Context: an optimization exercise on an open-source flow, tuned for a short achievable clock period and few clock cycles. The choices shown serve that exercise and are no tape-out recipe. Where RTL was checked, it was by simulation tests only, not by an equivalence proof against the original. No functional check of the RTL was part of runs 1 and 3 to 5. In run 5 the design's own scripts or RTL, not TritonCTS, make the clock network. The clock port is modelled as an ideal driver, which makes a skipped or thinned clock tree look cheaper than it is; a real chip needs a root buffer or a tree. No activity file was given, so power comes from the tool's default toggle rates.

===== flow/design.v =====
module FullAdder (A, B, cin, sum, cout);
	input logic A, B, cin;
	output logic sum, cout;
	assign sum = A ^ B ^ cin;
	assign cout = A&B | cin & (A^B);
endmodule 
module adder #(parameter N = 32) (
	input  logic [N-1:0] a, b,
	input  logic         cin,
	output logic [N-1:0] result,
	output logic         cout0
	);
	localparam int L = 5;  
	logic [N-1:0] p0;
	logic [N-1:0] g [0:L];
	logic [N-1:0] p [0:L];
	assign p0   = a ^ b;
	assign g[0] = (a & b) | {{(N-1){1'b0}}, p0[0] & cin};
	assign p[0] = p0;
	genvar i, k;
	generate
		for (k = 0; k < L; k++) begin : lvl
			for (i = 0; i < N; i++) begin : bit_
				if (i >= (1 << k)) begin : comb
					assign g[k+1][i] = g[k][i] | (p[k][i] & g[k][i - (1 << k)]);
					assign p[k+1][i] = p[k][i] & p[k][i - (1 << k)];
				end else begin : pass
					assign g[k+1][i] = g[k][i];
					assign p[k+1][i] = p[k][i];
				end
			end
		end
	endgenerate
	assign result = p0 ^ {g[L][N-2:0], cin};
	assign cout0  = g[L][N-1];
endmodule
module alu (
	input  logic [31:0] a, b,
	input  logic        sub,       
	input  logic        do_and,    
	input  logic        do_orr,    
	output logic [31:0] Result,
	output logic [3:0]  ALUFlags,  
	output logic        ZFast      
	);
	logic [31:0] bx, sum, pz;
	logic        cout, zsum, zlog;
	assign bx = sub ? ~b : b;
	adder #(.N(32)) adding (.a(a), .b(bx), .cin(sub), .result(sum), .cout0(cout));
	assign pz   = (a ^ bx) ^ {(a[30:0] | bx[30:0]), sub};
	assign zsum = ~|pz;
	assign zlog = do_and ? ~|(a & b) : ~|(a | b);
	always_comb begin
		if (do_and)      Result = a & b;
		else if (do_orr) Result = a | b;
		else             Result = sum;
	end
	assign ALUFlags[3] = Result[31];
	assign ZFast       = (do_and | do_orr) ? zlog : zsum;
	assign ALUFlags[2] = ZFast;
	assign ALUFlags[1] = cout;
	assign ALUFlags[0] = ~(a[31] ^ bx[31]) & (a[31] ^ sum[31]);
endmodule
module reg_file (
	input  logic        clk, wr_en,
	input  logic [31:0] write_data,
	input  logic [3:0]  write_addr,
	input  logic [3:0]  read_addr1, read_addr2,
	output logic [31:0] read_data1, read_data2
	);
	logic [14:0][31:0] memory;
	genvar i;
	generate
		for (i = 0; i < 15; i++) begin : regs
			always_ff @(posedge clk)
				if (wr_en && write_addr == i) memory[i] <= write_data;
		end
	endgenerate
	assign read_data1 = (wr_en && write_addr == read_addr1) ? write_data : memory[read_addr1];
	assign read_data2 = (wr_en && write_addr == read_addr2) ? write_data : memory[read_addr2];
endmodule
module arm (
    input  logic        clk, rst,
    input  logic [31:0] Instr,
    input  logic [31:0] ReadData,
    output logic [31:0] WriteData,
    output logic [31:0] PC, ALUResult,
    output logic        MemWrite
);
    logic [29:0] PCF;
    logic [3:0]       btb_v;
    logic [3:0][7:0]  btb_tag;    
    logic [3:0][9:0]  btb_tgt;    
    logic [31:0] InstrD;
    logic [29:0] PCD, PCD4, PCD8;     
    logic        validD;
    logic        validE;
    logic [3:0]  CondE;
    logic        RegWriteE, MemWriteE, MemtoRegE, SubE, AndE, OrrE;
    logic        FlagNZE, FlagCVE;
    logic [3:0]  WA3E;
    logic [31:0] SrcAE, SrcBE, StDataE;
    logic        FwdAE, FwdBE, FwdSE;     
    logic [3:0]  FlagsReg;                
    logic [31:0] ALUOutM, WriteDataM;
    logic [3:0]  WA3M;
    logic        RegWriteM, MemWriteM, MemtoRegM;
    logic [31:0] ResultW;
    logic [3:0]  WA3W;
    logic        RegWriteW;
    assign PC        = {PCF, 2'b00};
    assign ALUResult = ALUOutM;
    assign WriteData = WriteDataM;
    assign MemWrite  = MemWriteM;
    function automatic logic cond_pass(input logic [3:0] c, input logic [3:0] f);
        logic n, z, cf, v;
        {n, z, cf, v} = f;
        case (c)
            4'h0: cond_pass = z;
            4'h1: cond_pass = ~z;
            4'h2: cond_pass = cf;
            4'h3: cond_pass = ~cf;
            4'h4: cond_pass = n;
            4'h5: cond_pass = ~n;
            4'h6: cond_pass = v;
            4'h7: cond_pass = ~v;
            4'h8: cond_pass = cf & ~z;
            4'h9: cond_pass = ~cf | z;
            4'hA: cond_pass = ~(n ^ v);
            4'hB: cond_pass = n ^ v;
            4'hC: cond_pass = ~z & ~(n ^ v);
            4'hD: cond_pass = z | (n ^ v);
            4'hE: cond_pass = 1'b1;
            default: cond_pass = 1'b0;
        endcase
    endfunction
    logic condPassE, doE;
    assign condPassE = cond_pass(CondE, FlagsReg);
    assign doE       = validE & condPassE;
    logic [7:0] opD;
    logic isAddD, isSubD, isAndD, isOrrD, isLdrD, isStrD, isBD, immD;
    logic useAD, useBD, aluImmD;
    logic [3:0] RA1D, RA2D;
    logic [31:0] RD1, RD2, PC8D, ImmD, ResultM;
    assign opD    = InstrD[27:20];
    assign immD   = InstrD[25];
    assign isAddD = (opD[7:6] == 2'b00) & (opD[4:1] == 4'b0100);
    assign isSubD = (opD[7:6] == 2'b00) & (opD[4:1] == 4'b0010);
    assign isAndD = (opD[7:1] == 7'b0000000);
    assign isOrrD = (opD[7:1] == 7'b0001100);
    assign isLdrD = (opD == 8'b01011001);
    assign isStrD = (opD == 8'b01011000);
    assign isBD   = (opD[7:4] == 4'b1010);
    assign aluImmD = ((isAddD | isSubD) & immD) | isLdrD | isStrD;
    assign useAD   = isAddD | isSubD | isAndD | isOrrD | isLdrD | isStrD;
    assign useBD   = ((isAddD | isSubD) & ~immD) | isAndD | isOrrD | isStrD;
    assign RA1D = InstrD[19:16];
    assign RA2D = isStrD ? InstrD[15:12] : InstrD[3:0];
    assign ImmD = (isLdrD | isStrD) ? {20'b0, InstrD[11:0]} : {{24{InstrD[7]}}, InstrD[7:0]};
    assign PC8D = {PCD8, 2'b00};
    reg_file u_reg_file (
        .clk       (clk),
        .wr_en     (RegWriteW),
        .write_data(ResultW),
        .write_addr(WA3W),
        .read_addr1(RA1D),
        .read_addr2(RA2D),
        .read_data1(RD1),
        .read_data2(RD2)
    );
    assign ResultM = MemtoRegM ? ReadData : ALUOutM;
    logic fa_m, fa_w, fb_m, fb_w;
    assign fa_m = (RA1D != 4'd15) & (RA1D == WA3E);
    assign fa_w = (RA1D != 4'd15) & (RA1D == WA3M) & RegWriteM;
    assign fb_m = (RA2D != 4'd15) & (RA2D == WA3E);
    assign fb_w = (RA2D != 4'd15) & (RA2D == WA3M) & RegWriteM;
    logic [31:0] RD1D, RD2D;
    always_comb begin
        if (RA1D == 4'd15) RD1D = PC8D;
        else if (fa_w)     RD1D = ResultM;
        else               RD1D = RD1;
        if (RA2D == 4'd15) RD2D = PC8D;
        else if (fb_w)     RD2D = ResultM;
        else               RD2D = RD2;
    end
    logic wrE;
    assign wrE = doE & RegWriteE;
    logic stall, lstall, bstall;
    assign lstall = validD & wrE & MemtoRegE &
                    ((useAD & fa_m) | (useBD & ~isStrD & fb_m));
    assign stall  = lstall | bstall;
    logic [29:0] TargetD, PC4D, PCPlus1F, PCPlus2F, PCHoldF;
    logic [3:0]  condD;
    logic needN, needC, needV, setNZ, setCV, ZFastE, ZD;
    logic neT, neN, btb_hit;
    logic taken0, taken1, misp0, misp1, mispD, takenD;
    logic [29:0] next0, next1;
    logic [1:0]  fidx;
    assign condD = InstrD[31:28];
    always_comb begin
        needN = 1'b0; needC = 1'b0; needV = 1'b0;
        case (condD)
            4'h2, 4'h3, 4'h8, 4'h9: needC = 1'b1;
            4'h4, 4'h5:             needN = 1'b1;
            4'h6, 4'h7:             needV = 1'b1;
            4'hA, 4'hB, 4'hC, 4'hD: begin needN = 1'b1; needV = 1'b1; end
            default: ;
        endcase
    end
    assign setNZ  = doE & FlagNZE;
    assign setCV  = doE & FlagCVE;
    assign bstall = validD & isBD & ((needN & setNZ) | ((needC | needV) & setCV));
    logic [29:0] OffD, csS, csC, zt;
    assign OffD    = {{6{InstrD[23]}}, InstrD[23:0]};
    assign TargetD = PCD8 + OffD;
    assign PC4D    = PCD4;
    assign csS = PCD8 ^ OffD ^ ~PCF;
    assign csC = {(PCD8[28:0] & OffD[28:0]) | (PCD8[28:0] & ~PCF[28:0]) | (OffD[28:0] & ~PCF[28:0]), 1'b0};
    assign zt  = (csS ^ csC) ^ {(csS[28:0] | csC[28:0]), 1'b1};
    assign neT = |zt;
    assign neN = (PC4D != PCF);
    assign taken0 = isBD & cond_pass(condD, {FlagsReg[3], 1'b0, FlagsReg[1:0]});
    assign taken1 = isBD & cond_pass(condD, {FlagsReg[3], 1'b1, FlagsReg[1:0]});
    assign misp0  = validD & ~bstall & (taken0 ? neT : neN);
    assign misp1  = validD & ~bstall & (taken1 ? neT : neN);
    assign fidx     = PCF[1:0];
    assign btb_hit  = btb_v[fidx] & (btb_tag[fidx] == PCF[9:2]);
    assign PCPlus1F = PCF + 30'd1;
    assign PCPlus2F = PCF + 30'd2;
    always_comb begin
        if (stall)        PCHoldF = PCF;
        else if (btb_hit) PCHoldF = {PCF[29:10], btb_tgt[fidx]};
        else              PCHoldF = PCPlus1F;
    end
    assign next0 = misp0 ? (taken0 ? TargetD : PC4D) : PCHoldF;
    assign next1 = misp1 ? (taken1 ? TargetD : PC4D) : PCHoldF;
    assign ZD     = setNZ ? ZFastE : FlagsReg[2];
    assign mispD  = ZD ? misp1 : misp0;
    assign takenD = ZD ? taken1 : taken0;
    always_ff @(posedge clk) begin
        if (rst) PCF <= '0;
        else     PCF <= ZD ? next1 : next0;
    end
    logic       upd, upd_v;
    logic [9:0] upd_pc, upd_tgt;
    always_ff @(posedge clk) begin
        if (rst) upd <= 1'b0;
        else     upd <= mispD;
        upd_v   <= takenD;
        upd_pc  <= PCD[9:0];
        upd_tgt <= TargetD[9:0];
    end
    always_ff @(posedge clk) begin
        if (rst) btb_v <= '0;
        else if (upd) begin
            btb_v[upd_pc[1:0]]   <= upd_v;
            btb_tag[upd_pc[1:0]] <= upd_pc[9:2];
            btb_tgt[upd_pc[1:0]] <= upd_tgt;
        end
    end
    logic [31:0] A, B, StData, ALUResultE;
    logic [3:0]  ALUFlags;
    assign A      = FwdAE ? ALUOutM : SrcAE;
    assign B      = FwdBE ? ALUOutM : SrcBE;
    assign StData = FwdSE ? ResultM : StDataE;
    alu u_alu (
        .a       (A),
        .b       (B),
        .sub     (SubE),
        .do_and  (AndE),
        .do_orr  (OrrE),
        .Result  (ALUResultE),
        .ALUFlags(ALUFlags),
        .ZFast   (ZFastE)
    );
    always_ff @(posedge clk) begin
        if (!stall) begin
            InstrD <= Instr;
            PCD    <= PCF;
            PCD4   <= PCPlus1F;
            PCD8   <= PCPlus2F;
        end
        if (rst)         validD <= 1'b0;
        else if (!stall) validD <= ~mispD;
    end
    always_ff @(posedge clk) begin
        if (rst) validE <= 1'b0;
        else     validE <= validD & ~stall;
        CondE     <= InstrD[31:28];
        RegWriteE <= isAddD | isSubD | isAndD | isOrrD | isLdrD;
        MemWriteE <= isStrD;
        MemtoRegE <= isLdrD;
        SubE      <= isSubD;
        AndE      <= isAndD;
        OrrE      <= isOrrD;
        FlagNZE   <= InstrD[20] & (isAddD | isSubD | isAndD | isOrrD);
        FlagCVE   <= InstrD[20] & (isAddD | isSubD);
        WA3E      <= InstrD[15:12];
        SrcAE     <= RD1D;
        SrcBE     <= aluImmD ? ImmD : RD2D;
        StDataE   <= RD2D;
        FwdAE     <= fa_m & wrE;
        FwdBE     <= fb_m & wrE & ~aluImmD;
        FwdSE     <= fb_m & wrE;
    end
    always_ff @(posedge clk) begin
        if (rst) FlagsReg <= '0;
        else begin
            if (doE & FlagNZE) FlagsReg[3:2] <= ALUFlags[3:2];
            if (doE & FlagCVE) FlagsReg[1:0] <= ALUFlags[1:0];
        end
    end
    always_ff @(posedge clk) begin
        if (rst) begin
            RegWriteM <= 1'b0;
            MemWriteM <= 1'b0;
        end else begin
            RegWriteM <= wrE;
            MemWriteM <= doE & MemWriteE;
        end
        MemtoRegM  <= MemtoRegE;
        ALUOutM    <= ALUResultE;
        WriteDataM <= StData;
        WA3M       <= WA3E;
    end
    always_ff @(posedge clk) begin
        if (rst) RegWriteW <= 1'b0;
        else     RegWriteW <= RegWriteM;
        ResultW <= ResultM;
        WA3W    <= WA3M;
    end
endmodule

===== flow/flow/run.sh =====
#!/bin/bash
# The standard ORFS layout (standard.sh), with two resizer options changed:
# repair_timing is asked to leave SETUP_SLACK_MARGIN ns of setup slack beyond
# the clock period, so that gates on the critical paths are sized and buffered
# for speed, and it may swap a cell for one of another footprint
# (MATCH_CELL_FOOTPRINT=0), so that slow port buffers can be replaced. The
# clock, the SDC and every other step are unchanged. standard.sh's output goes
# to standard.log; each ORFS step's own log is under orfs/logs/.
set -euo pipefail
export SETUP_SLACK_MARGIN="${MARGIN:-12.5}"
bash standard.sh MATCH_CELL_FOOTPRINT=0 finish > standard.log 2>&1

===== flow/standard.sh =====
#!/bin/bash
# synth_recipe.tcl (not shown) runs the flow's synth.tcl, then flattens the netlist and writes it again
# the make line also repeats each setting of config.mk as NAME=value (left out here)
make -C /OpenROAD-flow-scripts/flow DESIGN_CONFIG=/design/flow/config.mk WORK_HOME=/design/flow/orfs CLKGATE_MAP_FILE= SYNTH_SCRIPT=/design/flow/synth_recipe.tcl "${@:-finish}"

===== flow/config.mk =====
export PLATFORM = sky130hd
export DESIGN_NAME = arm
export DESIGN_NICKNAME = arm
export VERILOG_FILES = /design/flow/design.v
export SDC_FILE = /design/flow/constraint.sdc
export NUM_CORES = 4
export LEC_CHECK = 0
export ABC_CLOCK_PERIOD_IN_PS = 4000
export CAP_MARGIN = 20
export CORE_MARGIN = 2
export CORE_UTILIZATION = 40
export SLEW_MARGIN = 20

===== flow/constraint.sdc =====
create_clock -name core_clock -period 16.0 [get_ports {clk}]
set_input_delay 3.2000 -clock core_clock [delete_from_list [all_inputs] [get_ports {clk}]]
set_output_delay 3.2000 -clock core_clock [all_outputs]
set_load 0.01 [all_outputs]

==> results of run 1 <==
worst max path at each step:
stage	startpoint	to	slack (ps)	cells after the start
after detailed placement	InstrD[22]	SrcBE[6]	10570	13
after floorplan	rst	btb_tag[0]	11190	2
after CTS	ALUOutM[21]	ALUResult[21]	11500	1
after global placement	InstrD[22]	SrcBE[6]	10590	13
after global routing	ALUOutM[21]	ALUResult[21]	11520	1
final	ALUOutM[15]	ALUResult[15]	11530	1
area by class of cell:
cell class	count	area (µm²)	area share, %
tap	1650	2060	3.04
multi-input combinational	2961	28000	41.3
clock inverter	45	380	0.561
antenna	2	5.00	0.00738
inverter	231	920	1.36
sequential	941	25700	37.8
timing repair buffer	654	7760	11.4
clock buffer	142	2950	4.36
timing repair inverter	2	22.5	0.0332
metal layers:
metal / GRT usage, % / wire length, µm / vias up
li1: - / - / 17620
met1: 38.2 / 76500 / 20992
met2: 44.2 / 89500 / 3017
met3: 7.29 / 23000 / 666
met4: 15.2 / 12900 / 2
met5: 0 / 13 / -
timing repair:
action                                   CTS  global route
endpoints found under the setup margin   450           259
gates resized for setup                 1022           508
pin swaps                                192           312
buffers inserted                         215           141
cloned                                    62            21
stage by stage:
| step | power [W] | hold slack, ps | setup WS [ps] | util [%] | cell area, µm² |
|---|---|---|---|---|---|
| 6_report | 0.00815 | 340 | 11530 | 54.1 | 67800 |
| 3_5_place_dp | 0.00509 | 327 | 10570 | 43.4 | 54300 |
| 4_1_cts | 0.00780 | 337 | 11500 | 50.8 | 63600 |
| 2_1_floorplan | 0.00435 | 323 | 11190 | - | 51400 |
| 5_1_grt | 0.00836 | 347 | 11520 | 54.1 | 67800 |
| 3_3_place_gp | 0.00508 | 327 | 10590 | 43.4 | 54300 |
registers in the layout, indices dropped and copies added (netlist names), 9 cells and up:
| name | count |
|---|---|
| InstrD | 32 |
| WriteDataM | 32 |
| btb_tgt | 40 |
| StDataE | 32 |
| PCD8 | 30 |
| btb_tag | 32 |
| PCD | 9 |
| SrcBE | 32 |
| ALUOutM | 32 |
| u_reg_file.memory | 480 |
| ResultW | 32 |
| upd_tgt | 10 |
| SrcAE | 32 |
| PCF | 30 |
| upd_pc | 10 |
| PCD4 | 30 |
cells in the mapped netlist (11+ instances only):
cell	n	share of area (%)
buf_1	39	0.29
xnor2_1	207	3.6
dfxtp_1	288	11
and3_1	120	1.5
xor2_1	69	1.2
a21oi_1	188	1.9
mux4_2	146	6.5
nand4_1	27	0.34
buf_2	40	0.40
fa_1	31	1.2
o31ai_1	12	0.18
nor2b_1	69	0.86
or2_2	17	0.21
a221o_1	33	0.66
nor2_1	233	1.7
nand2b_1	19	0.24
nand3_1	54	0.54
mux2_2	14	0.31
nor3_1	80	0.79
o22a_1	12	0.21
a221oi_1	44	0.77
a31oi_1	51	0.63
o2bb2ai_1	42	0.73
o22ai_1	43	0.53
o21a_1	14	0.21
clkbuf_1	242	1.8
nor4_1	41	0.51
o21bai_1	11	0.16
a21o_1	47	0.70
or3_1	12	0.15
and2_1	16	0.20
nand2_1	395	2.9
ha_1	128	3.2
a311oi_1	63	1.1
o21ai_0	162	1.6
edfxtp_1	653	39
inv_1	226	1.7
a211oi_1	228	3.4
mux2i_1	176	3.5
power breakdown:
part | total (W) | switching [W] | internal (W)
Sequential | 0.00341 | 0.000395 | 0.00302
Combinational | 0.00234 | 0.00133 | 0.00101
Clock | 0.00239 | 0.00105 | 0.00134
kinds of logic after synthesis:
group	count (synthesis)
AND/OR/NAND/NOR	1136
AO/OA/AOI/OAI	1037
flip-flops	941
buffers and inverters	569
multiplexers	339
XOR/XNOR	276
adder cells (fa/ha/maj)	159
other	1
==> results_dict.tcl, run 1 <==
set metrics [dict create \
    status "finished clean" \
    min_from "PCD[1]" \
    worstMarginPinSlew_ps 1140 \
    post-route-period-util_pct 28.0 \
    ys_ff_latch 941 \
    synth_xor_area_share_pct 4.80 \
    yosysWarnings 6 \
    reg2reg_to "PCF[29]" \
    r2r_setup_slack_ps 11920 \
    synth_ff_type "edfxtp_1" \
    path_max_fanout 2 \
    seq_area_frac_synth_pct 50.4 \
    netlist_area_um2 50400 \
    first_iter_violations 5992 \
    final_nets 5116 \
    max_freq_mhz 224 \
    cts.sinks 941 \
    area_delta_synth_final_pct 34.6 \
    grt.overflow.total 0 \
    power.leakage_nw 25.0 \
    slowest_delay_ps 400 \
    core_um2 125000 \
    drc 0 \
    root_buffer "clkbuf_16" \
    setup_viol 0 \
    path_class "flip-flop to output pin" \
    synth_top_family_by_area "compound AO/OA/AOI/OAI gates" \
    critPathSlowestCell "dfxtp_4" \
    dieWidth_um 359 \
    end_kind "output pin" \
    timing.final.crit_period_ps 4470 \
    drv_cap 0 \
    vdd_drop_max_mv 0.0868 \
    clock_latency_ps 760 \
    muxShareOfSynthArea_pct 10.4 \
    synth_compound_area_share_pct 14.4 \
    grt_pass1_wl_um 278000 \
    cp.arrival_ps 1270 \
    grt_antenna_before_repair 2 \
    cts_buffers 100 \
    r2r_cells 19 \
    synth_area_per_cell_um2 11.3 \
    cts_htree_levels 3 \
    start_kind "flip-flop" \
    ctsHoldBuffers 0 \
    cts_tree "built" \
    power.density_nw_per_um2 120 \
    grt_usage_pct 29.0 \
    grt_max_degree 65 \
    core.rowCount 130 \
    portBuffers 160 \
    ioPinCount 163 \
    clk_pin_slew_ps 70 \
    fin_cells 6628 \
    final_cell_mix "653 x edfxtp_1, 346 x nand2_1, 278 x buf_4" \
    clockBufferDepth 3 \
    synth-async-reset-ratio_pct 0 \
    whs_endpoint "upd_pc[1]" \
    critPathBufInv 1 \
    die_h_um 359 \
    ant_nets 0 \
    wl_um 202000 \
    grt_pass1_vias 39279 \
    hold_violations 0 \
    n_fill_cell 10099 \
    hold_class "flip-flop to flip-flop" \
    holdPathStages 0 \
    critPathTopFamily "flip-flops" \
    drive_gt1_share_pct 35.1 \
    num_vias 42297 \
    path_cells "buf_6" \
    synth-edff-count 653 \
    final.setup.tns_ps 0 \
    synth_cell_types 95 \
    skew_ps 43.8 \
    final_common_cell "edfxtp_1" \
    dieArea_um2 129000 \
    syn-instance-count 4458 \
    synth_fa_ha_area_share_pct 4.41 \
    r2r-start "FwdBE" \
    routedWlPerCell_um 30.5 \
    drt-pass1-iter-count 6 \
    slew_viol_final 0 \
    required_ps 12800 \
    maxSlewHeadroom_pct 23.7 \
    gp_congestion 0.937 \
    hpwl_um 115000 \
    placed_cells 6000 \
    start_util_pct 40.2 \
    synth-simple-area-share_pct 11.0 \
    viasPerCell 6.38 \
    rsz0062_at_grt "yes" \
]
==> run 2: changes to the inputs <==
--- a/flow/design.v
+++ b/flow/design.v
@@ -35,7 +35,7 @@
 	assign cout0  = g[L][N-1];
 endmodule
 module alu (
-	input  logic [31:0] a, b,
+	input  logic [31:0] a, b,      
 	input  logic        sub,       
 	input  logic        do_and,    
 	input  logic        do_orr,    
@@ -45,7 +45,7 @@
 	);
 	logic [31:0] bx, sum, pz;
 	logic        cout, zsum, zlog;
-	assign bx = sub ? ~b : b;
+	assign bx = b;
 	adder #(.N(32)) adding (.a(a), .b(bx), .cin(sub), .result(sum), .cout0(cout));
 	assign pz   = (a ^ bx) ^ {(a[30:0] | bx[30:0]), sub};
 	assign zsum = ~|pz;
@@ -65,8 +65,8 @@
 	input  logic        clk, wr_en,
 	input  logic [31:0] write_data,
 	input  logic [3:0]  write_addr,
-	input  logic [3:0]  read_addr1, read_addr2,
-	output logic [31:0] read_data1, read_data2
+	input  logic [3:0]  read_addr1, read_addr2, read_addr3,
+	output logic [31:0] read_data1, read_data2, read_data3
 	);
 	logic [14:0][31:0] memory;
 	genvar i;
@@ -78,6 +78,7 @@
 	endgenerate
 	assign read_data1 = (wr_en && write_addr == read_addr1) ? write_data : memory[read_addr1];
 	assign read_data2 = (wr_en && write_addr == read_addr2) ? write_data : memory[read_addr2];
+	assign read_data3 = (wr_en && write_addr == read_addr3) ? write_data : memory[read_addr3];
 endmodule
 module arm (
     input  logic        clk, rst,
@@ -100,7 +101,8 @@
     logic        FlagNZE, FlagCVE;
     logic [3:0]  WA3E;
     logic [31:0] SrcAE, SrcBE, StDataE;
-    logic        FwdAE, FwdBE, FwdSE;     
+    logic        FwdAE, FwdSE;            
+    logic        FwdBE, FwdBpE, FwdBnE;   
     logic [3:0]  FlagsReg;                
     logic [31:0] ALUOutM, WriteDataM;
     logic [3:0]  WA3M;
@@ -140,8 +142,8 @@
     logic [7:0] opD;
     logic isAddD, isSubD, isAndD, isOrrD, isLdrD, isStrD, isBD, immD;
     logic useAD, useBD, aluImmD;
-    logic [3:0] RA1D, RA2D;
-    logic [31:0] RD1, RD2, PC8D, ImmD, ResultM;
+    logic [3:0] RA1D, RA2D, RA3D;
+    logic [31:0] RD1, RD2, RD3, PC8D, ImmD, ResultM;
     assign opD    = InstrD[27:20];
     assign immD   = InstrD[25];
     assign isAddD = (opD[7:6] == 2'b00) & (opD[4:1] == 4'b0100);
@@ -153,9 +155,10 @@
     assign isBD   = (opD[7:4] == 4'b1010);
     assign aluImmD = ((isAddD | isSubD) & immD) | isLdrD | isStrD;
     assign useAD   = isAddD | isSubD | isAndD | isOrrD | isLdrD | isStrD;
-    assign useBD   = ((isAddD | isSubD) & ~immD) | isAndD | isOrrD | isStrD;
+    assign useBD   = ((isAddD | isSubD) & ~immD) | isAndD | isOrrD;
     assign RA1D = InstrD[19:16];
-    assign RA2D = isStrD ? InstrD[15:12] : InstrD[3:0];
+    assign RA2D = InstrD[3:0];      
+    assign RA3D = InstrD[15:12];    
     assign ImmD = (isLdrD | isStrD) ? {20'b0, InstrD[11:0]} : {{24{InstrD[7]}}, InstrD[7:0]};
     assign PC8D = {PCD8, 2'b00};
     reg_file u_reg_file (
@@ -165,16 +168,20 @@
         .write_addr(WA3W),
         .read_addr1(RA1D),
         .read_addr2(RA2D),
+        .read_addr3(RA3D),
         .read_data1(RD1),
-        .read_data2(RD2)
+        .read_data2(RD2),
+        .read_data3(RD3)
     );
     assign ResultM = MemtoRegM ? ReadData : ALUOutM;
-    logic fa_m, fa_w, fb_m, fb_w;
+    logic fa_m, fa_w, fb_m, fb_w, fs_m, fs_w;
     assign fa_m = (RA1D != 4'd15) & (RA1D == WA3E);
     assign fa_w = (RA1D != 4'd15) & (RA1D == WA3M) & RegWriteM;
     assign fb_m = (RA2D != 4'd15) & (RA2D == WA3E);
     assign fb_w = (RA2D != 4'd15) & (RA2D == WA3M) & RegWriteM;
-    logic [31:0] RD1D, RD2D;
+    assign fs_m = (RA3D != 4'd15) & (RA3D == WA3E);
+    assign fs_w = (RA3D != 4'd15) & (RA3D == WA3M) & RegWriteM;
+    logic [31:0] RD1D, RD2D, RD3D, OpBD;
     always_comb begin
         if (RA1D == 4'd15) RD1D = PC8D;
         else if (fa_w)     RD1D = ResultM;
@@ -182,12 +189,16 @@
         if (RA2D == 4'd15) RD2D = PC8D;
         else if (fb_w)     RD2D = ResultM;
         else               RD2D = RD2;
+        if (RA3D == 4'd15) RD3D = PC8D;
+        else if (fs_w)     RD3D = ResultM;
+        else               RD3D = RD3;
     end
+    assign OpBD = aluImmD ? ImmD : RD2D;
     logic wrE;
     assign wrE = doE & RegWriteE;
     logic stall, lstall, bstall;
     assign lstall = validD & wrE & MemtoRegE &
-                    ((useAD & fa_m) | (useBD & ~isStrD & fb_m));
+                    ((useAD & fa_m) | (useBD & fb_m));
     assign stall  = lstall | bstall;
     logic [29:0] TargetD, PC4D, PCPlus1F, PCPlus2F, PCHoldF;
     logic [3:0]  condD;
@@ -261,7 +272,8 @@
     logic [31:0] A, B, StData, ALUResultE;
     logic [3:0]  ALUFlags;
     assign A      = FwdAE ? ALUOutM : SrcAE;
-    assign B      = FwdBE ? ALUOutM : SrcBE;
+    assign B      = ({32{FwdBpE}} & ALUOutM) | ({32{FwdBnE}} & ~ALUOutM) |
+                    ({32{~FwdBE}} & SrcBE);
     assign StData = FwdSE ? ResultM : StDataE;
     alu u_alu (
         .a       (A),
@@ -297,11 +309,13 @@
         FlagCVE   <= InstrD[20] & (isAddD | isSubD);
         WA3E      <= InstrD[15:12];
         SrcAE     <= RD1D;
-        SrcBE     <= aluImmD ? ImmD : RD2D;
-        StDataE   <= RD2D;
+        SrcBE     <= isSubD ? ~OpBD : OpBD;
+        StDataE   <= RD3D;
         FwdAE     <= fa_m & wrE;
         FwdBE     <= fb_m & wrE & ~aluImmD;
-        FwdSE     <= fb_m & wrE;
+        FwdBpE    <= fb_m & wrE & ~aluImmD & ~isSubD;
+        FwdBnE    <= fb_m & wrE & ~aluImmD & isSubD;
+        FwdSE     <= fs_m & wrE;
     end
     always_ff @(posedge clk) begin
         if (rst) FlagsReg <= '0;
==> run 2 against run 1 <==
  * Critical path depth did not move
  * Cell area fell by 2.4%
  * Clock power rose by 2%
  * Setup slack improved by 16 ps
  * Highest routed layer is now met4
==> results_dict.tcl, run 2 <==
set metrics [dict create \
    drc 0 \
    cts.sinks 943 \
    ioPinCount 163 \
    final_cell_mix "653 x edfxtp_1, 402 x mux4_2, 291 x nand2_1" \
    cts_buffers 100 \
    clock_latency_ps 730 \
    start_util_pct 40.3 \
    setup_slack_ps 11540 \
    maxSlewHeadroom_pct 20.9 \
    post-route-period-util_pct 27.9 \
    num_vias 40166 \
    setup_viol 0 \
    grt_pass1_wl_um 275000 \
    hold_violations 0 \
    dieWidth_um 371 \
    r2r-start "InstrD[23]" \
    grt_usage_pct 27.4 \
    core_um2 134000 \
    rsz0062_at_grt "yes" \
    viasPerCell 6.22 \
    required_ps 12800 \
    ant_nets 0 \
    ctsHoldBuffers 0 \
    synth_ff_type "edfxtp_1" \
    drv_cap 0 \
    critPathBufInv 1 \
    gp_congestion 0.926 \
    drive_gt1_share_pct 32.8 \
    slowest_delay_ps 410 \
    yosysWarnings 6 \
    grt.overflow.total 0 \
    startpoint "ALUOutM[14]" \
    synth-async-reset-ratio_pct 0 \
    path_max_fanout 4 \
    ys_ff_latch 943 \
    hold_class "flip-flop to flip-flop" \
    syn-instance-count 4363 \
    clockBufferDepth 3 \
    synthTopCellsByCount "653 x edfxtp_1, 402 x mux4_2, 303 x nand2_1" \
    cp.arrival_ps 1260 \
    final.setup.tns_ps 0 \
    max_freq_mhz 224 \
    path_cells "buf_6" \
    drt-pass1-iter-count 6 \
    start_kind "flip-flop" \
    min_from "PCD[9]" \
    synth_top_area_cell "edfxtp_1" \
    cts_htree_levels 3 \
    portBuffers 160 \
    netlist_area_um2 53900 \
    critPathTopFamily "flip-flops" \
    first_iter_violations 5417 \
    routedWlPerCell_um 30.2 \
    grt_max_degree 89 \
    skew_ps 32.7 \
    worstMarginPinSlew_ps 1180 \
    largest_register_ffs 480 \
    synth_cell_types 92 \
    synth.top_cells.by_area "edfxtp_1 36%, mux4_2 17%, dfxtp_1 11%, mux2i_1 5.4%, ha_1 3.0%" \
    slew_viol_final 0 \
    end_kind "output pin" \
    synth_area_per_cell_um2 12.4 \
    yosysTopAreaCellShare_pct 36.4 \
    power.density_nw_per_um2 121 \
    root_buffer "clkbuf_16" \
    grt_antenna_before_repair 0 \
    dieArea_um2 138000 \
    wl_um 195000 \
    synth.most_common_cell "edfxtp_1" \
    area_delta_synth_final_pct 22.8 \
    cts_tree "built" \
    grt_pass1_vias 38769 \
    clk_pin_slew_ps 60 \
    status "finished clean" \
    hpwl_um 116000 \
    timing.final.crit_period_ps 4460 \
    synth-edff-count 653 \
    final_common_cell "edfxtp_1" \
    critPathSlowestCell "dfxtp_4" \
    power.leakage_nw 23.7 \
    vdd_drop_max_mv 0.0768 \
    die_h_um 371 \
    path_class "flip-flop to output pin" \
    dp_slack_ps 10540 \
    final_nets 4829 \
    regMostFlops "u_reg_file.memory" \
    seq_area_frac_synth_pct 47.1 \
    core.rowCount 134 \
]
-- run 2: cell types whose count changed in the layout (fill, tap and decap cells not counted), moves of 41 or more --
cell and change:
mux4_2 +256, mux2i_1 +109, and3_1 -94, buf_4 -84, a211oi_2 -76, o21ai_1 +67
nand2_1 -55, xor2_1 +53, o21ai_0 +52, xnor2_2 -43, a311oi_2 -41
-- run 2: worst register-to-register path, cell delays in order, from the launching register on --
cell and delay (ps):
edfxtp_1 430, clkinvlp_4 190, buf_4 170, fa_1 450
ha_1 320, xnor2_1 180, nor4_1 410, nand3_1 230
nor3_4 280, nand2_1 80, nand4b_1 220, o22ai_4 120
buf_12 200, clkbuf_16 170, a32oi_1 150, o21ai_1 80
-- run 2: cells by family after synthesis --
kind of cell | after synthesis | share of synthesized area, %
xor+xnor | 300 | 4.87
flops | 943 | 47.1
fa+ha+maj | 162 | 4.21
simple gates | 807 | 6.96
compound gates | 841 | 9.71
other cells | 1 | 0.00696
buf+inv | 590 | 4.30
mux | 719 | 22.8
-- run 2: worst paths after layout --
path                   end  slack, ps  cells past startpoint
min              upd_pc[9]        340                      0
min reg2reg      upd_pc[9]        340                      0
max          ALUResult[14]      11540                      1
max reg2reg        PCF[13]      12200                     15
-- run 2: what timing repair did --
item,CTS,global route
buffers inserted,125,66
resized for setup,795,252
pin swaps,102,120
cloned,23,15
setup endpoints to repair,439,301
-- run 2: where the power goes --
part | switching (W) | internal [W] | leakage [nW] | total [W]
registers | 0.000327 | 0.00300 | 8.61 | 0.00333
logic | 0.00128 | 0.000976 | 13.5 | 0.00226
clock network | 0.00104 | 0.00139 | 1.65 | 0.00243
-- run 2: area by class of cell --
| cell class | count | area [µm²] |
|---|---|---|
| Tap cell | 1768 | 2210 |
| Sequential cell | 943 | 25700 |
| Timing Repair inverter | 1 | 7.51 |
| Clock buffer | 120 | 2680 |
| Antenna cell | 2 | 5.00 |
| Clock inverter | 66 | 698 |
| Multi-Input combinational cell | 2841 | 28900 |
| Inverter | 267 | 1030 |
| Fill cell | 11368 | 67400 |
| Timing Repair Buffer | 447 | 4920 |
-- run 2: routing by layer --
layer	up-vias	share of wire, %	track usage, %
met3	491	9.6	5.76
met2	2337	46	43.2
met4	0	5.0	13.1
met5	-	0	0
li1	16980	-	-
met1	20358	39	36.2
-- run 2: metrics by stage --
stage | hold WS, ps | power, W | util, % | std cells | area (µm²)
final | 339 | 0.00802 | 49.5 | 6455 | 66200
after global routing | 338 | 0.00827 | 49.5 | 6453 | 66200
after CTS | 342 | 0.00782 | 48.2 | 6372 | 64300
after detailed placement | 329 | 0.00512 | 43.5 | 6038 | 58200
after global placement | 326 | 0.00511 | 43.5 | 6038 | 58200
after floorplan | 323 | 0.00438 | - | 4364 | 54900
Testbench counts of run 2, summed over its fixed seeds: cycles 33,433.
==> run 3: changes to the inputs <==
--- a/flow/design.v
+++ b/flow/design.v
@@ -89,9 +89,6 @@
     output logic        MemWrite
 );
     logic [29:0] PCF;
-    logic [3:0]       btb_v;
-    logic [3:0][7:0]  btb_tag;    
-    logic [3:0][9:0]  btb_tgt;    
     logic [31:0] InstrD;
     logic [29:0] PCD, PCD4, PCD8;     
     logic        validD;
@@ -203,10 +200,10 @@
     logic [29:0] TargetD, PC4D, PCPlus1F, PCPlus2F, PCHoldF;
     logic [3:0]  condD;
     logic needN, needC, needV, setNZ, setCV, ZFastE, ZD;
-    logic neT, neN, btb_hit;
+    logic neT, neN, predF;
     logic taken0, taken1, misp0, misp1, mispD, takenD;
     logic [29:0] next0, next1;
-    logic [1:0]  fidx;
+    logic [9:0]  FTargetLo;
     assign condD = InstrD[31:28];
     always_comb begin
         needN = 1'b0; needC = 1'b0; needV = 1'b0;
@@ -234,14 +231,15 @@
     assign taken1 = isBD & cond_pass(condD, {FlagsReg[3], 1'b1, FlagsReg[1:0]});
     assign misp0  = validD & ~bstall & (taken0 ? neT : neN);
     assign misp1  = validD & ~bstall & (taken1 ? neT : neN);
-    assign fidx     = PCF[1:0];
-    assign btb_hit  = btb_v[fidx] & (btb_tag[fidx] == PCF[9:2]);
-    assign PCPlus1F = PCF + 30'd1;
-    assign PCPlus2F = PCF + 30'd2;
+    assign PCPlus1F  = PCF + 30'd1;
+    assign PCPlus2F  = PCF + 30'd2;
+    assign FTargetLo = PCPlus2F[9:0] + Instr[9:0];
+    assign predF     = (Instr[27:24] == 4'b1010) &
+                       ((Instr[31:28] == 4'hE) | (Instr[23] & (Instr[31:28] != 4'hF)));
     always_comb begin
-        if (stall)        PCHoldF = PCF;
-        else if (btb_hit) PCHoldF = {PCF[29:10], btb_tgt[fidx]};
-        else              PCHoldF = PCPlus1F;
+        if (stall)      PCHoldF = PCF;
+        else if (predF) PCHoldF = {PCF[29:10], FTargetLo};
+        else            PCHoldF = PCPlus1F;
     end
     assign next0 = misp0 ? (taken0 ? TargetD : PC4D) : PCHoldF;
     assign next1 = misp1 ? (taken1 ? TargetD : PC4D) : PCHoldF;
@@ -252,23 +250,6 @@
         if (rst) PCF <= '0;
         else     PCF <= ZD ? next1 : next0;
     end
-    logic       upd, upd_v;
-    logic [9:0] upd_pc, upd_tgt;
-    always_ff @(posedge clk) begin
-        if (rst) upd <= 1'b0;
-        else     upd <= mispD;
-        upd_v   <= takenD;
-        upd_pc  <= PCD[9:0];
-        upd_tgt <= TargetD[9:0];
-    end
-    always_ff @(posedge clk) begin
-        if (rst) btb_v <= '0;
-        else if (upd) begin
-            btb_v[upd_pc[1:0]]   <= upd_v;
-            btb_tag[upd_pc[1:0]] <= upd_pc[9:2];
-            btb_tgt[upd_pc[1:0]] <= upd_tgt;
-        end
-    end
     logic [31:0] A, B, StData, ALUResultE;
     logic [3:0]  ALUFlags;
     assign A      = FwdAE ? ALUOutM : SrcAE;
==> run 3 against run 2 <==
  * Critical path type is now primary input to flip-flop
  * Hold slack improved by 29 ps
  * First-iteration DRC count decreased by 15%
  * Global-route usage increased by 0.57 points
  * Utilization increased by 0.72 points
  * Clock-buffer cell count increased by 8
  * Die area decreased by 7.7%
  * Largest cell class unchanged
  * Largest power group unchanged
  * Synthesized area decreased by 7.8%
  * Synthesized cell count decreased by 4.9%
  * Clock skew increased by 18 ps
  * Highest routed layer is now met5
==> results_dict.tcl, run 3 <==
set metrics [dict create \
    start_util_pct 40.3 \
    required_ps 16560 \
    startpoint "Instr[0]" \
    path_class "primary input to flip-flop" \
    start_kind "primary input" \
    synth_area_per_cell_um2 12.0 \
    skew_ps 50.8 \
    drc 0 \
    worstMarginPinSlew_ps 1170 \
    setup_viol 0 \
    viasPerCell 6.19 \
    crit_top_cell "a21oi_2" \
    slowest_delay_ps 340 \
    cts.sinks 836 \
    die_h_um 357 \
    grt_max_degree 101 \
    cts_htree_levels 3 \
    final.setup.tns_ps 0 \
    synth_cell_types 86 \
    netlist_area_um2 49700 \
    final_cell_mix "572 x edfxtp_1, 384 x mux4_2, 332 x nand2_1" \
    synth-edff-count 572 \
    syn-instance-count 4149 \
    synth_ff_type "edfxtp_1" \
    rsz0062_at_grt "yes" \
    drive_gt1_share_pct 33.2 \
    maxSlewHeadroom_pct 22.2 \
    synth-async-reset-ratio_pct 0 \
    yosysWarnings 6 \
    clock_latency_ps 710 \
    status "finished clean" \
    vdd_drop_max_mv 0.102 \
    critPathTopFamily "compound AO/OA/AOI/OAI gates" \
    path_cells "buf_8, ha_4, fa_2, a21o_1, a21oi_2, o21bai_1, a21oi_2, o21ai_1, xor2_1, nor2_1, a31oi_1, o22ai_1, a21oi_1" \
    final_common_cell "edfxtp_1" \
    routedWlPerCell_um 30.1 \
    r2r-start "SrcBE[2]" \
    min_from "MemtoRegE" \
    p_total_w 0.00720 \
    cp.arrival_ps 5080 \
    clockBufferDepth 3 \
    slew_viol_final 0 \
    final_nets 4631 \
    gp_congestion 0.909 \
    timing.final.crit_period_ps 4530 \
    ioPinCount 163 \
    wl_um 184000 \
    synth.most_common_cell "edfxtp_1" \
    ctsHoldBuffers 0 \
    cts_buffers 93 \
    max_freq_mhz 221 \
    grt_pass1_wl_um 258000 \
    ant_nets 0 \
    core.rowCount 129 \
    regMostFlops "u_reg_file.memory" \
    portBuffers 160 \
    synth_top_area_cell "edfxtp_1" \
    area_delta_synth_final_pct 24.8 \
    cts_tree "built" \
    hold_class "flip-flop to flip-flop" \
    post-route-period-util_pct 28.3 \
    dieWidth_um 357 \
    largest_register_ffs 480 \
    ys_ff_latch 836 \
    end_kind "flip-flop" \
    first_iter_violations 4595 \
    antenna-diode-count 0 \
    grt_antenna_before_repair 2 \
    critPathBufInv 1 \
    grt.overflow.total 0 \
    synth.top_cells.by_area "edfxtp_1 35%, mux4_2 17%, dfxtp_1 11%, mux2i_1 5.4%, ha_1 3.3%" \
    hold_violations 0 \
    path_max_fanout 2 \
    drt-pass1-iter-count 6 \
    grt_pass1_vias 36268 \
    dieArea_um2 127000 \
    power.leakage_nw 22.1 \
    hpwl_um 110000 \
    seq_area_frac_synth_pct 45.2 \
    num_vias 37842 \
    root_buffer "clkbuf_16" \
    drv_cap 0 \
    core_um2 123000 \
    yosysTopAreaCellShare_pct 34.5 \
    synthTopCellsByCount "572 x edfxtp_1, 384 x mux4_2, 338 x nand2_1" \
    clk_pin_slew_ps 60 \
    grt_usage_pct 28.0 \
    power.density_nw_per_um2 116 \
    critPathSlowestCell "fa_2" \
]
run 3: changes by cell type in the layout (fill, tap and decap cells not counted), sizes merged, moves of 15 or more:
cell,previous run,this run
o22ai,56,41
a22o,18,2
nand2,310,340
xnor2,170,188
dfxtp,290,264
nor2b,54,39
a32oi,27,2
inv,268,221
a21oi,210,228
xor2,130,114
edfxtp,653,572
mux2i,296,268
mux4,402,384
run 3: through the flow:
stage	area (µm²)	instances	util, %	setup slack [ps]	hold slack (ps)
finish	62100	6117	50.3	11470	367
floorplan	50900	4150	-	11100	344
global placement	54000	5712	43.7	10350	365
detailed placement	54000	5713	43.7	10370	362
global route	62100	6117	50.3	11380	368
CTS	60600	6066	49.1	11490	371
run 3: logic make-up (layout without fill, tap and decap cells):
kind of cell	after synthesis	count (layout)	share of synthesized area, %
AOI/OAI and AO/OA	804	804	9.76
muxes	659	659	23.0
other	1	2	0.00754
DFF	836	836	45.2
and+or+nand+nor	856	861	7.93
adders and majority gates	166	166	4.68
xor gates and xnor gates	302	302	5.32
buffers and inverters	525	850	4.17
run 3: area by class of cell:
type                       count  area, µm²
timing repair inverter         1       11.3
timing repair buffer         453       5110
clock inverter                48        669
inverter                     220        893
fill                       10596      61400
clock buffer                 128       2640
sequential                   836      22800
tap                         1637       2050
multi-input combinational   2794      27900
run 3: path summary, 6_finish.rpt:
path                             endpoint  slack, ps  cells after the start
worst max-delay path               PCF[8]      11470                     13
worst min-delay path            MemtoRegM        370                      0
worst max register to register    PCF[28]      12070                     15
worst min register to register  MemtoRegM        370                      0
run 3: layer usage:
| metal | global-route usage [%] | routed length, µm |
|---|---|---|
| met1 | 36.9 | 70800 |
| met2 | 44.3 | 84600 |
| met3 | 5.75 | 18200 |
| met4 | 13.3 | 10300 |
| met5 | 0 | 12 |
run 3: report_power, final:
| part | switching [W] | total (W) | internal [W] |
|---|---|---|---|
| Combinational | 0.00101 | 0.00190 | 0.000896 |
| Sequential | 0.000314 | 0.00297 | 0.00266 |
| Clock | 0.000959 | 0.00232 | 0.00136 |
| Total | 0.00228 | 0.00720 | 0.00492 |
run 3: repair_timing:
item	4_1_cts	5_1_grt
gates cloned	17	8
pin swaps	131	135
endpoints found under the hold margin	0	0
setup endpoints to repair	368	202
setup buffers	160	43
resized for setup	860	225
==> run 4: changes to the inputs <==
--- a/flow/design.v
+++ b/flow/design.v
@@ -193,17 +193,19 @@
     assign OpBD = aluImmD ? ImmD : RD2D;
     logic wrE;
     assign wrE = doE & RegWriteE;
-    logic stall, lstall, bstall;
-    assign lstall = validD & wrE & MemtoRegE &
-                    ((useAD & fa_m) | (useBD & fb_m));
-    assign stall  = lstall | bstall;
+    logic stall, ures;
+    assign stall = validD & wrE & MemtoRegE &
+                   ((useAD & fa_m) | (useBD & fb_m));
     logic [29:0] TargetD, PC4D, PCPlus1F, PCPlus2F, PCHoldF;
     logic [3:0]  condD;
     logic needN, needC, needV, setNZ, setCV, ZFastE, ZD;
     logic neT, neN, predF;
     logic taken0, taken1, misp0, misp1, mispD, takenD;
     logic [29:0] next0, next1;
-    logic [9:0]  FTargetLo;
+    logic [29:0] FTarget;
+    logic [24:0] QHi, QHiP1, QHiM1;
+    logic [5:0]  QLoSum;
+    logic        smallF;
     assign condD = InstrD[31:28];
     always_comb begin
         needN = 1'b0; needC = 1'b0; needV = 1'b0;
@@ -217,7 +219,7 @@
     end
     assign setNZ  = doE & FlagNZE;
     assign setCV  = doE & FlagCVE;
-    assign bstall = validD & isBD & ((needN & setNZ) | ((needC | needV) & setCV));
+    assign ures   = validD & isBD & ((needN & setNZ) | ((needC | needV) & setCV));
     logic [29:0] OffD, csS, csC, zt;
     assign OffD    = {{6{InstrD[23]}}, InstrD[23:0]};
     assign TargetD = PCD8 + OffD;
@@ -229,20 +231,36 @@
     assign neN = (PC4D != PCF);
     assign taken0 = isBD & cond_pass(condD, {FlagsReg[3], 1'b0, FlagsReg[1:0]});
     assign taken1 = isBD & cond_pass(condD, {FlagsReg[3], 1'b1, FlagsReg[1:0]});
-    assign misp0  = validD & ~bstall & (taken0 ? neT : neN);
-    assign misp1  = validD & ~bstall & (taken1 ? neT : neN);
-    assign PCPlus1F  = PCF + 30'd1;
-    assign PCPlus2F  = PCF + 30'd2;
-    assign FTargetLo = PCPlus2F[9:0] + Instr[9:0];
-    assign predF     = (Instr[27:24] == 4'b1010) &
-                       ((Instr[31:28] == 4'hE) | (Instr[23] & (Instr[31:28] != 4'hF)));
+    assign misp0  = validD & ~ures & (taken0 ? neT : neN);
+    assign misp1  = validD & ~ures & (taken1 ? neT : neN);
+    logic        UresE, neTE, neNE, mispE;
+    logic [29:0] TargetE, PC4E, corrE;
+    assign mispE = validE & UresE & (condPassE ? neTE : neNE);
+    assign corrE = condPassE ? TargetE : PC4E;
+    assign PCPlus1F = PCF + 30'd1;
+    assign PCPlus2F = PCF + 30'd2;
+    assign QHi      = PCPlus2F[29:5];
+    assign QHiP1    = QHi + 25'd1;
+    assign QHiM1    = QHi - 25'd1;
+    assign QLoSum   = {1'b0, PCPlus2F[4:0]} + {1'b0, Instr[4:0]};
+    assign smallF   = Instr[23] ? (&Instr[22:5]) : ~(|Instr[22:5]);
+    always_comb begin
+        case ({Instr[23], QLoSum[5]})
+            2'b00:   FTarget = {QHi,   QLoSum[4:0]};
+            2'b01:   FTarget = {QHiP1, QLoSum[4:0]};
+            2'b10:   FTarget = {QHiM1, QLoSum[4:0]};
+            default: FTarget = {QHi,   QLoSum[4:0]};
+        endcase
+    end
+    assign predF = (Instr[27:24] == 4'b1010) & smallF &
+                   ((Instr[31:28] == 4'hE) | (Instr[23] & (Instr[31:28] != 4'hF)));
     always_comb begin
         if (stall)      PCHoldF = PCF;
-        else if (predF) PCHoldF = {PCF[29:10], FTargetLo};
+        else if (predF) PCHoldF = FTarget;
         else            PCHoldF = PCPlus1F;
     end
-    assign next0 = misp0 ? (taken0 ? TargetD : PC4D) : PCHoldF;
-    assign next1 = misp1 ? (taken1 ? TargetD : PC4D) : PCHoldF;
+    assign next0 = mispE ? corrE : misp0 ? (taken0 ? TargetD : PC4D) : PCHoldF;
+    assign next1 = mispE ? corrE : misp1 ? (taken1 ? TargetD : PC4D) : PCHoldF;
     assign ZD     = setNZ ? ZFastE : FlagsReg[2];
     assign mispD  = ZD ? misp1 : misp0;
     assign takenD = ZD ? taken1 : taken0;
@@ -273,12 +291,17 @@
             PCD4   <= PCPlus1F;
             PCD8   <= PCPlus2F;
         end
-        if (rst)         validD <= 1'b0;
+        if (rst | mispE) validD <= 1'b0;
         else if (!stall) validD <= ~mispD;
     end
     always_ff @(posedge clk) begin
         if (rst) validE <= 1'b0;
-        else     validE <= validD & ~stall;
+        else     validE <= validD & ~stall & ~mispE;
+        UresE     <= ures;
+        neTE      <= neT;
+        neNE      <= neN;
+        TargetE   <= TargetD;
+        PC4E      <= PC4D;
         CondE     <= InstrD[31:28];
         RegWriteE <= isAddD | isSubD | isAndD | isOrrD | isLdrD;
         MemWriteE <= isStrD;
==> run 4 against run 3 <==
  * Still clean
  * Sequential power up 6%
  * Clock-buffer cell count up 14
  * Combinational power rose by 11%
  * Synthesized cell count grew 11%
  * Critical path depth rose by 7
  * Non-clock buffer count up 90
  * Sequential share of layout area down 1.2 points
  * Via count rose by 14%
  * Register-to-register slack got worse by 770 ps
  * Synthesized area up 8.1%
  * Clock skew fell by 14 ps
  * Die area up 8.0%
  * Largest cell class unchanged
  * Largest power group unchanged
==> results_dict.tcl, run 4 <==
set metrics [dict create \
    synth_compound_area_share_pct 11.3 \
    min_from "MemtoRegE" \
    yosysTopAreaCellShare_pct 32.0 \
    clk_pin_slew_ps 60 \
    synth-edff-count 572 \
    gp_congestion 0.926 \
    synth_top_family_by_area "multiplexers" \
    max_freq_mhz 157 \
    dieWidth_um 371 \
    clock_latency_ps 710 \
    drv_cap 0 \
    grt_pass1_wl_um 298000 \
    dieArea_um2 137000 \
    r2r-start "PCF[1]" \
    path_class "primary input to flip-flop" \
    grt_max_degree 65 \
    portBuffers 160 \
    rsz0062_at_grt "yes" \
    synth.top_cells.by_area "edfxtp_1 32%, mux4_2 16%, dfxtp_1 12%, mux2i_1 5.4%, ha_1 3.3%" \
    power.leakage_nw 24.4 \
    power.density_nw_per_um2 114 \
    grt_pass1_vias 41263 \
    synth-async-reset-ratio_pct 0 \
    synth-simple-area-share_pct 9.07 \
    synth_cell_types 108 \
    start_util_pct 40.3 \
    syn-instance-count 4601 \
    ioPinCount 163 \
    ctsHoldBuffers 0 \
    cts_tree "built" \
    grt_antenna_before_repair 11 \
    regMostFlops "u_reg_file.memory" \
    synth_fa_ha_area_share_pct 4.49 \
    cts_htree_levels 3 \
    vdd_drop_max_mv 0.0797 \
    worstMarginPinSlew_ps 1190 \
    largest_register_ffs 480 \
    hpwl_um 128000 \
    ant_nets 0 \
    final_nets 5156 \
    p_total_w 0.00768 \
    num_vias 43131 \
    muxShareOfSynthArea_pct 21.9 \
    netlist_area_um2 53700 \
    core.rowCount 134 \
    timing.final.crit_period_ps 6360 \
    r2r_setup_slack_ps 11300 \
    drt-pass1-iter-count 7 \
    first_iter_violations 5817 \
    clockBufferDepth 3 \
    grt.overflow.total 0 \
    root_buffer "clkbuf_16" \
    viasPerCell 6.37 \
    seq_area_frac_synth_pct 44.2 \
    cts_buffers 100 \
    routedWlPerCell_um 31.1 \
    holdPathStages 0 \
    status "finished clean" \
    final_common_cell "edfxtp_1" \
    whs_endpoint "MemtoRegM" \
    synth_ff_type "edfxtp_1" \
    grt_usage_pct 29.9 \
    antenna-diode-count 0 \
    synth_area_per_cell_um2 11.7 \
    path_max_fanout 5 \
    final_cell_mix "572 x edfxtp_1, 384 x mux4_2, 313 x nand2_1" \
    synth_xor_area_share_pct 4.82 \
    required_ps 16570 \
    skew_ps 37.0 \
    core_um2 133000 \
    end_kind "flip-flop" \
    maxSlewHeadroom_pct 20.7 \
    synthTopCellsByCount "572 x edfxtp_1, 384 x mux4_2, 332 x o21ai_0" \
    setup_viol 0 \
    start_kind "primary input" \
    synth.most_common_cell "edfxtp_1" \
    hold_violations 0 \
    cts.sinks 899 \
    drc 0 \
    slew_viol_final 0 \
    startpoint "Instr[1]" \
    die_h_um 371 \
    synth_top_area_cell "edfxtp_1" \
    hold_class "flip-flop to flip-flop" \
    yosysWarnings 6 \
    post-route-period-util_pct 39.7 \
    final.setup.tns_ps 0 \
    cp.arrival_ps 6930 \
    reg2reg_to "PCF[25]" \
    r2r_cells 21 \
    wl_um 211000 \
    drive_gt1_share_pct 34.9 \
    area_delta_synth_final_pct 25.9 \
    ys_ff_latch 899 \
]
## run 4: changes by cell type after synthesis, sizes merged, moves of 23 or more
cell,before,now
nand4,37,70
mux2i,268,291
o21ai,292,338
o22ai,41,9
dfxtp,264,327
inv,217,242
nor4,35,58
## run 4: layout make-up
| class | count | area [µm²] |
|---|---|---|
| Timing Repair Buffer | 543 | 5860 |
| Clock buffer | 142 | 2920 |
| Tap cell | 1768 | 2210 |
| Multi-Input combinational cell | 3126 | 31100 |
| Clock inverter | 43 | 531 |
| Inverter | 246 | 1010 |
| Timing Repair inverter | 1 | 8.76 |
| Sequential cell | 899 | 24000 |
| Fill cell | 11539 | 65800 |
## run 4: layer usage
layer  part of all wire, %  vias up  GRT usage (%)
li1                      -    18121              -
met1                    38    21720           40.3
met3                    12      504           7.34
met4                   4.8       12           12.6
met2                    45     2774           45.8
met5                 0.084        -              0
## run 4: report_power, final
group	switching (W)	leakage (nW)	internal [W]	total, W
clock network	0.000999	1.69	0.00143	0.00243
registers	0.000327	8.14	0.00282	0.00315
logic	0.00114	14.6	0.000957	0.00210
total	0.00247	24.4	0.00521	0.00768
## run 4: worst max-delay path by stage
stage / endpoint / slack (ps) / cells after the start
after floorplan: PCF[25] / 8830 / 23
after global placement: PCF[25] / 7560 / 20
after detailed placement: PCF[25] / 7590 / 20
after CTS: PCF[25] / 9610 / 20
after global routing: PCF[25] / 9490 / 20
final: PCF[25] / 9640 / 20
## run 4: timing repair
item / CTS / global route
hold endpoints to repair: 0 / 0
pin swaps: 192 / 144
resized for setup: 1008 / 221
setup buffers: 217 / 57
endpoints found under the setup margin: 397 / 283
cloned: 21 / 5
## run 4: per-stage QoR
step                      cells  area (µm²)  util (%)  hold slack [ps]  setup WS (ps)
after global placement     6283       58200      43.6              350           7560
after detailed placement   6283       58200      43.6              350           7590
after CTS                  6706       66100      49.5              359           9610
final                      6768       67600      50.7              361           9640
after global routing       6768       67600      50.7              376           9490
after floorplan            4602       55000         -              331           8830
## run 4: cell families (layout without fill, tap and decap cells)
| kind of cell | after synthesis | after routing |
|---|---|---|
| AOI/OAI and AO/OA | 976 | 976 |
| xor gates and xnor gates | 291 | 291 |
| adders and majority gates | 173 | 173 |
| buffers and inverters | 578 | 975 |
| DFF | 899 | 899 |
| muxes | 692 | 692 |
| other | 1 | 2 |
| and+or+nand+nor | 991 | 992 |
## run 4: critical path, cell delays in order
cell	delay (ps)
buf_8	100
ha_4	200
a21o_1	180
a21oi_2	150
o21bai_1	100
a21oi_2	220
buf_4	160
ha_4	130
buf_12	100
nand4b_1	110
mux2i_2	270
o221ai_4	130
a32o_2	320
o221ai_4	310
a21oi_2	140
o311ai_4	300
a41oi_1	160
a311o_1	370
a32oi_1	190
o21ai_1	80
==> run 5: changes to the inputs <==
==> flow/flow/run.sh (replaced) <==
#!/bin/bash
# The standard ORFS layout (standard.sh), with three changes:
# - repair_timing is asked to leave SETUP_SLACK_MARGIN ns of setup slack
#   beyond the clock period, so that gates on the critical paths are sized and
#   buffered for speed;
# - it may swap a cell for one of another footprint (MATCH_CELL_FOOTPRINT=0),
#   so that slow port buffers can be replaced;
# - the clock tree is a balanced two-level tree built by flow/mycts.tcl
#   (hooked in with PRE_CTS_TCL) instead of TritonCTS's three-level tree.
# The clock, the SDC, the floorplan, power grid and every other step are
# unchanged. standard.sh's output goes to standard.log; each ORFS step's own
# log is under orfs/logs/.
set -euo pipefail
export SETUP_SLACK_MARGIN="${MARGIN:-12.5}"
export PRE_CTS_TCL="$PWD/flow/cts_hook.tcl"
bash standard.sh MATCH_CELL_FOOTPRINT=0 finish > standard.log 2>&1
==> flow/flow/cts_hook.tcl (new file) <==
# Sourced by ORFS's cts.tcl before clock tree synthesis (PRE_CTS_TCL).
# Replaces TritonCTS's three-level H-tree with the two-level tree of
# mycts.tcl, which reaches every flip-flop through two clock buffers and so
# has a shorter clock latency. Everything after CTS in cts.tcl (placement
# legalisation, repair_timing for setup and hold) runs as usual.
source [file join [file dirname [info script]] mycts.tcl]
rename clock_tree_synthesis tritoncts_clock_tree_synthesis
proc clock_tree_synthesis { args } {
  mycts_build 20 4 sky130_fd_sc_hd__clkbuf_16
  set_propagated_clock [all_clocks]
}
==> flow/flow/mycts.tcl (new file) <==
# Two-level clock tree built in place of TritonCTS's tree. The clock port
# drives 4 root buffers, each root drives the leaf buffers of a quarter of
# the flip-flops, and each leaf buffer drives a compact group of at most
# CTS_LEAF_MAX flip-flops. Every flip-flop is reached through exactly two
# clock buffers, and the groups are balanced in size.

proc mycts_split { pts nparts } {
  # pts: list of {payload x y}; split into nparts groups of near equal size
  # by cutting across the longer side of the bounding box, recursively
  if { $nparts <= 1 } { return [list $pts] }
  set xs {}; set ys {}
  foreach p $pts { lappend xs [lindex $p 1]; lappend ys [lindex $p 2] }
  set xs [lsort -integer $xs]; set ys [lsort -integer $ys]
  set idx [expr { ([lindex $xs end] - [lindex $xs 0]) >= ([lindex $ys end] - [lindex $ys 0]) ? 1 : 2 }]
  set sorted [lsort -integer -index $idx $pts]
  set n1 [expr { $nparts / 2 }]
  set cut [expr { ([llength $sorted] * $n1) / $nparts }]
  return [concat [mycts_split [lrange $sorted 0 [expr { $cut - 1 }]] $n1] \
                 [mycts_split [lrange $sorted $cut end] [expr { $nparts - $n1 }]]]
}

proc mycts_centroid { pts } {
  set sx 0; set sy 0
  foreach p $pts { set sx [expr { $sx + [lindex $p 1] }]; set sy [expr { $sy + [lindex $p 2] }] }
  set n [llength $pts]
  return [list [expr { $sx / $n }] [expr { $sy / $n }]]
}

proc mycts_build { leaf_max nroots bufname } {
  set block [ord::get_db_block]
  set master [[ord::get_db] findMaster $bufname]
  set clk [$block findNet clk]
  set sinks {}
  foreach it [$clk getITerms] {
    set r [$it getBBox]
    lappend sinks [list $it [expr { ([$r xMin] + [$r xMax]) / 2 }] [expr { ([$r yMin] + [$r yMax]) / 2 }]]
  }
  puts "mycts: [llength $sinks] clock sinks"
  set nleaves [expr { ([llength $sinks] + $leaf_max - 1) / $leaf_max }]
  set groups [mycts_split $sinks $nleaves]
  set leaves {}
  set i 0
  foreach g $groups {
    lassign [mycts_centroid $g] cx cy
    set inst [odb::dbInst_create $block $master "clkbuf_leaf_$i"]
    $inst setLocation [expr { $cx - [$master getWidth] / 2 }] [expr { $cy - [$master getHeight] / 2 }]
    $inst setPlacementStatus PLACED
    set net [odb::dbNet_create $block "clknet_leaf_$i"]
    $net setSigType CLOCK
    [$inst findITerm X] connect $net
    foreach p $g {
      set it [lindex $p 0]
      $it disconnect
      $it connect $net
    }
    lappend leaves [list $inst $cx $cy]
    incr i
  }
  puts "mycts: [llength $leaves] leaf buffers"
  set rgroups [mycts_split $leaves $nroots]
  set j 0
  foreach g $rgroups {
    lassign [mycts_centroid $g] cx cy
    set inst [odb::dbInst_create $block $master "clkbuf_root_$j"]
    $inst setLocation [expr { $cx - [$master getWidth] / 2 }] [expr { $cy - [$master getHeight] / 2 }]
    $inst setPlacementStatus PLACED
    set net [odb::dbNet_create $block "clknet_root_$j"]
    $net setSigType CLOCK
    [$inst findITerm X] connect $net
    foreach p $g { [[lindex $p 0] findITerm A] connect $net }
    [$inst findITerm A] connect $clk
    incr j
  }
  puts "mycts: [llength $rgroups] root buffers"
  $clk setSigType CLOCK
}
==> run 5 against run 4 <==
  * Clock power down 47%
  * Clock skew grew 16 ps
  * Utilization shrank 1.3 points
  * Setup slack lost 250 ps
  * Cell area fell by 2.6%
  * Total power shrank 14%
  * Sequential power about the same
  * Final cell count fell by 1.9%
  * Fmax down 3.8%
  * Hold slack improved by 2.9 ps
==> results_dict.tcl, run 5 <==
set metrics [dict create \
    netlist_area_um2 53700 \
    viasPerCell 6.41 \
    ctsHoldBuffers 0 \
    vdd_drop_max_mv 0.0785 \
    yosysTopAreaCellShare_pct 32.0 \
    grt_usage_pct 29.1 \
    startpoint "Instr[1]" \
    n_fill_cell 11673 \
    final.setup.tns_ps 0 \
    ys_ff_latch 899 \
    r2r-start "PCF[1]" \
    grt_max_degree 105 \
    cp.arrival_ps 6960 \
    path_class "primary input to flip-flop" \
    regMostFlops "u_reg_file.memory" \
    core.rowCount 134 \
    grt_pass1_wl_um 293000 \
    dieWidth_um 371 \
    clk_pin_slew_ps 100 \
    synth.top_cells.by_area "edfxtp_1 32%, mux4_2 16%, dfxtp_1 12%, mux2i_1 5.4%, ha_1 3.3%" \
    grt-busiest-layer "met2" \
    skew_ps 53.3 \
    synth_top_area_cell "edfxtp_1" \
    dp_slack_ps 7590 \
    status "finished clean" \
    final_nets 5112 \
    min_from "MemtoRegE" \
    max_freq_mhz 151 \
    largest_register_ffs 480 \
    synth_cell_types 108 \
    final_common_cell "edfxtp_1" \
    num_vias 42561 \
    drive_gt1_share_pct 34.2 \
    drt-pass1-iter-count 6 \
    path_max_fanout 10 \
    grt_antenna_before_repair 10 \
    synthTopCellsByCount "572 x edfxtp_1, 384 x mux4_2, 332 x o21ai_0" \
    end_kind "flip-flop" \
    grt.overflow.total 0 \
    routedWlPerCell_um 31.3 \
    synth_ff_type "edfxtp_1" \
    portBuffers 160 \
    hold_class "flip-flop to flip-flop" \
    multi_input_area_um2 31300 \
    clock_latency_ps 480 \
    rsz0062_at_grt "yes" \
    synth_area_per_cell_um2 11.7 \
    holdPathStages 0 \
    power.density_nw_per_um2 99.9 \
    use_met3_pct 6.01 \
    setup_slack_ps 9390 \
    setup_viol 0 \
    synth-edff-count 572 \
    core_um2 133000 \
    die_h_um 371 \
    hold_violations 0 \
    area_delta_synth_final_pct 22.6 \
    final_cell_mix "572 x edfxtp_1, 384 x mux4_2, 315 x nand2_1" \
    power.leakage_nw 23.5 \
    drc 0 \
    seq_area_frac_synth_pct 44.2 \
    wl_um 208000 \
    syn-instance-count 4601 \
    maxSlewHeadroom_pct 22.1 \
    met2_usage_pct 45.3 \
    timing.final.crit_period_ps 6610 \
    drv_cap 0 \
    yosysWarnings 6 \
    ioPinCount 163 \
    r2r_cells 17 \
    dieArea_um2 137000 \
    ant_nets 0 \
    gp_congestion 0.926 \
    first_iter_violations 5450 \
    seq_area_um2 24000 \
    start_kind "primary input" \
    globalRouteMet1Util_pct 40.0 \
    antenna-diode-count 0 \
    hpwl_um 128000 \
    synth-async-reset-ratio_pct 0 \
    post-route-period-util_pct 41.3 \
    worstMarginPinSlew_ps 1170 \
    synth.most_common_cell "edfxtp_1" \
    required_ps 16360 \
    start_util_pct 40.3 \
    slew_viol_final 0 \
    grt_pass1_vias 40556 \
]
==> run 5: layout make-up <==
type                            count  area share [%]
Buffer                             49            1.86
Multi-Input combinational cell   3126            47.6
Inverter                          246            1.64
Tap cell                         1768            3.36
Sequential cell                   899            36.5
Timing Repair inverter              1          0.0133
Timing Repair Buffer              550            9.06
==> run 5: final timing paths <==
path | endpoint | slack (ps)
max | PCF[25] | 9390
min | MemtoRegM | 360
max reg2reg | PCF[25] | 11240
min reg2reg | MemtoRegM | 360
==> run 5: stage by stage <==
step / instance area, µm² / hold WS (ps) / std cells / total power (W) / util (%)
2_1_floorplan: 55000 / 331 / 4602 / 0.00398 / -
3_3_place_gp: 58200 / 350 / 6283 / 0.00464 / 43.6
3_5_place_dp: 58200 / 350 / 6283 / 0.00464 / 43.6
4_1_cts: 64000 / 363 / 6550 / 0.00636 / 48.0
5_1_grt: 65900 / 380 / 6639 / 0.00679 / 49.4
6_report: 65900 / 364 / 6639 / 0.00658 / 49.4
==> run 5: critical path, cell delays in order <==
cell      delay (ps)
buf_8            100
ha_4             200
a21o_1           180
a21oi_2          170
o21bai_2          90
a21oi_2          160
buf_4            150
ha_4             190
buf_12           140
buf_6            170
nor3_1            70
and3b_1          350
a21boi_0         520
a21oi_2          160
o311ai_4         310
a41oi_1          160
a311o_1          370
a32oi_1          190
o21ai_1           80
==> run 5: routing by layer <==
layer / vias to the layer above / wire (µm)
met5: - / 216
met4: 14 / 10200
met3: 482 / 22800
met2: 2562 / 93700
met1: 21538 / 81200
li1: 17965 / -
==> run 5: timing repair <==
action                      CTS  global route
resized for setup          1066           258
cloned                       20             9
pin swaps                   202           165
setup endpoints to repair   448           323
setup buffers               198            80
==> run 5: where the power goes <==
group	switching [W]	internal, W	total (W)
sequential	0.000352	0.00281	0.00317
combinational	0.00113	0.000988	0.00212
clock	0.000750	0.000544	0.00129
total	0.00223	0.00435	0.00658
==> run 5: cell families (layout without fill, tap and decap cells) <==
| logic type | after synthesis | in the layout | share of synthesized area (%) |
|---|---|---|---|
| xor gates and xnor gates | 291 | 291 | 4.82 |
| buffers and inverters | 578 | 846 | 4.24 |
| other | 1 | 2 | 0.00698 |
| muxes | 692 | 692 | 21.9 |
| DFF | 899 | 899 | 44.2 |
| and+or+nand+nor | 991 | 992 | 9.07 |
| AOI/OAI and AO/OA | 976 | 976 | 11.3 |
| adders and majority gates | 173 | 173 | 4.49 |

## port drivers added, routing unchanged
The results above use ideal ports. As a check the final layouts listed here were re-extracted and re-timed, cells and wires unchanged. Step 1, drivers: a clkbuf_16 drives clk and a buf_2 each remaining input, both assumed. Step 2 times the ports against the registers' clock, not the clock port: input delays grow and output delays shrink by t, the midpoint of the rising clock arrivals with the driver on. Slacks: ideal / step 1 / step 2; pairs: ideal / step 1.
| run | t (ns) | slack for setup (ns) |
|---|---|---|
| run 1 | 0.823 | 11.526 / 11.442 / 11.177 |
| run 2 | 0.792 | 11.542 / 11.462 / 11.272 |
| run 3 | 0.772 | 11.472 / 11.500 / 10.746 |
| run 4 | 0.764 | 9.642 / 9.676 / 8.912 |
| run 5 | 0.615 | 9.393 / 9.518 / 8.903 |
After both steps every run listed still meets setup and hold.
